Source: an optimization exercise on an open RTL-to-GDS flow (aim: small area and a short achievable clock period). Production flows keep margins and buffers that such runs may drop.
The RTL was checked by simulation tests, not by an equivalence proof against the original design.
Power figures rest on the tool's default switching activity, not on a simulated workload.

## div_signed
module div_signed(clock, clken, numer, denom, quotient, remain);
clock: 5.5 ns
lec_check: 0
cap_margin: 20
core_margin: 2
core_utilization: 40
setup_slack_margin: 3.0
slew_margin: 20
standard.sh (not shown) runs the stock make flow with config.mk's settings and CLKGATE_MAP_FILE= SYNTH_SCRIPT=/design/flow/synth_recipe.tcl, a recipe that flattens the netlist after the stock synthesis.
==> flow/flow/run.sh <==
#!/bin/bash
# Own layout flow: the standard flow (standard.sh), with one change in
# synthesis: the combinational logic is mapped by ABC with a delay-driven
# script (flow/abc_map.script) instead of ORFS's default speed script, and no
# half/full adder cells are extracted before ABC, so that ABC sees the whole
# adder logic.  Registers are mapped exactly as in the standard synthesis.
set -euo pipefail
here=$(pwd)
flowdir=$(cd "$(dirname "${BASH_SOURCE[0]}")" && pwd)

# a copy of ORFS's scripts with the ABC script replaced
rm -rf "$here/scripts"
cp -r "$FLOW_HOME/scripts" "$here/scripts"
cp "$flowdir/abc_map.script" "$here/scripts/abc_speed.script"

# standard.sh with the changed scripts folder and no adder-cell map
sed -e "s|^make -C \(.*\) DESIGN_CONFIG=|make -C \1 SCRIPTS_DIR=$here/scripts ADDER_MAP_FILE= DESIGN_CONFIG=|" \
    "$here/standard.sh" > "$here/own_standard.sh"
grep -q "SCRIPTS_DIR=$here/scripts" "$here/own_standard.sh"

bash "$here/own_standard.sh" > "$here/make.log" 2>&1
==> flow/flow/abc_map.script <==
strash
dch
map -D 1500
buffer -c
topo
stime -c
upsize -c
dnsize -c
The starting point completed with no timing, DRC or antenna violations.
Change:
==> flow/run.sh (new file) <==
#!/bin/bash
# synth_recipe.tcl (not shown) runs the flow's synth.tcl, then flattens the netlist and writes it again
# the make line also repeats each setting of config.mk as NAME=value (left out here)
make -C /OpenROAD-flow-scripts/flow DESIGN_CONFIG=/design/flow/config.mk WORK_HOME=/design/flow/orfs CLKGATE_MAP_FILE= SYNTH_SCRIPT=/design/flow/synth_recipe.tcl finish
- CORE_UTILIZATION: 40 -> 60
removed: flow/flow/run.sh
removed: flow/flow/abc_map.script
removed: flow/standard.sh
Die area went down by 29%.
Total power fell by 1.4%.
Routed wire length falls by 7.7%.
Flip-flop and latch count stays the same.
Hold slack degrades by 0.012 ns.

build 94:
The RTL this note starts from:
==> flow/design.v <==
`timescale 1 ns / 1 ns
module div_signed(clock, clken, numer, denom, quotient, remain);
   input clock;
   input clken;
   input [31:0] numer;
   input [31:0] denom;
   output [31:0] quotient;
   output [31:0] remain;
   reg [31:0] quotient;
   reg [31:0] remain;
   function [32:0] ks_carry;
      input [31:0] gi;
      input [31:0] pi;
      reg [32:0] g, p;
      integer i, k;
      begin
         g = {gi, 1'b1};
         p = {pi, 1'b1};
         for (k = 1; k < 33; k = k * 2)
           for (i = 32; i >= k; i = i - 1) begin
              g[i] = g[i] | (p[i] & g[i-k]);
              p[i] = p[i] & p[i-k];
           end
         ks_carry = g;
      end
   endfunction
   reg [31:0] n0;
   reg [31:0] d0;
   always @(posedge clock)
     if (clken) begin
        n0 <= numer;
        d0 <= denom;
     end
   wire [31:0] an = n0[31] ? (~n0 + 32'd1) : n0;
   wire [31:0] ad = d0[31] ? (~d0 + 32'd1) : d0;
   wire        nmin = n0 == 32'h80000000;
   wire        dz   = d0 == 32'd0;
   wire        d1s  = (d0 == 32'd1) | (d0 == 32'hffffffff);
   wire        g1   = dz | (d1s & nmin);
   reg [31:0]  d1;
   reg [0:0]   r1;
   reg [31:0]  nq1;    
   reg         sn1;    
   reg         sq1;    
   always @(posedge clock)
     if (clken) begin
        d1  <= ad;
        r1  <= nmin & ~d1s;
        nq1 <= {an[30:0], g1};
        sn1 <= n0[31];
        sq1 <= n0[31] ^ d0[31];
     end
   genvar j;
   generate
      for (j = 2; j <= 31; j = j + 1) begin : st
         wire [31:0]  dp;
         wire [j-2:0] rp;
         wire [31:0]  nqp;
         wire         snp, sqp;
         if (j == 2) begin : from1
            assign dp = d1;
            assign rp = r1;
            assign nqp = nq1;
            assign snp = sn1;
            assign sqp = sq1;
         end else begin : fromj
            assign dp = st[j-1].d;
            assign rp = st[j-1].r;
            assign nqp = st[j-1].nq;
            assign snp = st[j-1].sn;
            assign sqp = st[j-1].sq;
         end
         wire [j-1:0] rr = {rp, nqp[31]};
         wire [j:0]   df;
         wire [j:0]   cy;
         assign df[j-1:0] = ~(rr ^ dp[j-1:0] ^ cy[j-1:0]);
         assign df[j] = ~cy[j];
         assign cy = ks_carry(rr & ~dp[j-1:0], rr | ~dp[j-1:0]);
         wire         g  = ~|dp[31:j] & cy[j];
         reg [31:0]  d;
         reg [j-1:0] r;
         reg [31:0]  nq;
         reg         sn, sq;
         always @(posedge clock)
           if (clken) begin
              d  <= dp;
              r  <= g ? df[j-1:0] : rr;
              nq <= {nqp[30:0], g};
              sn <= snp;
              sq <= sqp;
           end
      end
   endgenerate
   wire [31:0] dl  = st[31].d;
   wire [31:0] rl  = {st[31].r, st[31].nq[31]};
   wire [30:0] ql  = st[31].nq[30:0];
   wire [32:0] dfl = {1'b0, rl} - {1'b0, dl};
   wire        gl  = ~dfl[32];
   wire [31:0] ndf = dl - rl;           
   wire [31:0] nrl = ~rl + 32'd1;       
   wire [30:0] nql = ~ql + 31'd1;       
   always @(posedge clock)
     if (clken) begin
        remain <= st[31].sn ? (gl ? ndf : nrl) : (gl ? dfl[31:0] : rl);
        quotient <= st[31].sq ? (gl ? {~ql, 1'b1} : {nql, 1'b0}) : {ql, gl};
     end
endmodule
Settings: LEC_CHECK=0, CAP_MARGIN=20, CORE_MARGIN=2, CORE_UTILIZATION=40, SETUP_SLACK_MARGIN=2.6, SLEW_MARGIN=20; clock period 5.5 ns.
==> flow/flow/run.sh <==
#!/bin/bash
# Own layout flow: the standard flow (standard.sh), with one change in
# synthesis: the combinational logic is mapped by ABC with a delay-driven
# script (flow/abc_map.script) instead of ORFS's default speed script, and no
# half/full adder cells are extracted before ABC, so that ABC sees the whole
# adder logic.  Registers are mapped exactly as in the standard synthesis.
set -euo pipefail
here=$(pwd)
flowdir=$(cd "$(dirname "${BASH_SOURCE[0]}")" && pwd)

# a copy of ORFS's scripts with the ABC script replaced
rm -rf "$here/scripts"
cp -r "$FLOW_HOME/scripts" "$here/scripts"
cp "$flowdir/abc_map.script" "$here/scripts/abc_speed.script"

# standard.sh with the changed scripts folder and no adder-cell map
sed -e "s|^make -C \(.*\) DESIGN_CONFIG=|make -C \1 SCRIPTS_DIR=$here/scripts ADDER_MAP_FILE= DESIGN_CONFIG=|" \
    "$here/standard.sh" > "$here/own_standard.sh"
grep -q "SCRIPTS_DIR=$here/scripts" "$here/own_standard.sh"

bash "$here/own_standard.sh" > "$here/make.log" 2>&1
==> flow/flow/abc_map.script <==
strash
dch
map -D 1500
buffer -c
topo
stime -c
upsize -c
dnsize -c
Build 94 completed every stage of the flow, and the final layout passed the timing, DRC and antenna checks.
What build 40 does differently from build 94 at the input level:
- setting CTS_BUF_LIST to sky130_fd_sc_hd__clkbuf_8 for the first time
- changing SETUP_SLACK_MARGIN from 2.6 to 3.0
==> comparison <==
- Build 40: critical path depth is 1 higher than what build 94 reported.
- Summary — highest clock frequency the design can meet, build 40 relative to build 94: lower, by 2.3%.
- Looking at fraction of power consumed by the clock network, build 40 sits 5.4 points lower than build 94 does.
- Summary — via total after detailed routing, build 40 relative to build 94: higher, by 6.1%.
- Relative to build 94, global-route usage has increased by 1.6 points in build 40.
- Sequential share of layout area: build 40 < build 94
- Changes observed in build 40 relative to build 94: net switching power now sits higher, hold slack now sits lower, core utilization now sits higher, number of clock sinks seen by CTS now sits at about the same level.
- Worst setup path endpoint: remain[23] -> build 94, st[27].r[23] -> build 40
The following lists how build 25 was set up differently from build 40:
- SETUP_SLACK_MARGIN: 3.0 -> 2.6
==> notes.md <==
In the flow results for build 25 and build 40, the number of buffers added for setup after CTS is larger on build 40. Compared with build 40, the detailed router inserted fewer vias in build 25. Comparing build 25 and build 40, the lower sequential fraction of total cell area is on build 40. Between build 25 and build 40, the routed length on met1 is lower for build 25. Sort build 25 and build 40 by portion of the layout cell area used by non-clock buffers asc -> top: build 25. Against build 40, build 25 comes in 0.011 ns higher on measured slew at the worst slew-check pin. Share of cell area taken by multi-input logic gates: build 25 and build 40 compared, higher one is build 40. | average routed wire per standard cell | build 25 vs build 40 | 0.61 um lower |. Build 40 -> build 25: horizontal die dimension delta 0, exact match. Final cell count (build 25 vs. build 40) decreases by a few percent. Between build 25 and build 40, the difference in estimated wirelength of the detail-placed design is negligible.
Setup changes, build 25 to build 38
- CTS_BUF_LIST no longer set, was sky130_fd_sc_hd__clkbuf_8
- SETUP_SLACK_MARGIN now 3.0, was 2.6
==> flow/run.sh (new file) <==
#!/bin/bash
# synth_recipe.tcl (not shown) runs the flow's synth.tcl, then flattens the netlist and writes it again
# the make line also repeats each setting of config.mk as NAME=value (left out here)
make -C /OpenROAD-flow-scripts/flow DESIGN_CONFIG=/design/flow/config.mk WORK_HOME=/design/flow/orfs CLKGATE_MAP_FILE= SYNTH_SCRIPT=/design/flow/synth_recipe.tcl finish
removed: flow/flow/run.sh
removed: flow/flow/abc_map.script
removed: flow/standard.sh
==> notes.md <==
Going from build 25 to build 38, synthesized cell count shrinks by 1172.
Per the comparison of build 38 with build 25, power now sits higher; post-layout minimum cycle time now sits higher; ratio of cells with drive above 1 in the final layout now sits higher; maximum cell stage delay along the critical path now sits at about the same level; number of clock-tree buffers in the layout now sits lower.
Final wirelength shrinks by a little under 10% when moving from build 25 to build 38.
The switching share of power in build 38 sits 2.1 points below the value recorded for build 25.
Build 38 completed; timing, DRC and antenna clean
Compared with build 25, build 38 instantiates a smaller number of standard cells.

## separate check: timing with driven ports
In the flow no input, the clock included, has a driving cell. The finished layouts below were timed again as built, in two steps.
Step 1 assumes that a clkbuf_16 drives the clock port and a buf_2 every other input.
Step 2 adds t to the input delays and takes it off the output delays; t is the mean of the earliest and latest rising clock arrival at the registers after step 1. Input paths then give back, and output paths get back, about the clock's delay inside the block.
a / b / c = ideal / step 1 / step 2; a / b = the first two.
| run | t, ns | slack for setup (ns) | worst setup path after step 2 |
|---|---|---|---|
| the first run of note 1 | 0.972 | 2.610 / 2.610 / 2.201 | input to register |
| the second run of note 1 | 1.003 | 1.554 / 1.554 / 1.554 | register to register |
| build 94 | 0.974 | 2.612 / 2.578 / 2.218 | input to register |
| build 40 | 1.151 | 2.543 / 2.543 / 2.201 | input to register |
| build 25 | 1.142 | 2.607 / 2.607 / 2.206 | input to register |
| build 38 | 0.961 | 1.787 / 1.787 / 1.787 | register to register |
After both steps setup and hold are still met in every run listed. The setup slack of the first run of note 1, which loses most, moves by 0.000 ns with the drivers and by -0.409 ns with both steps.
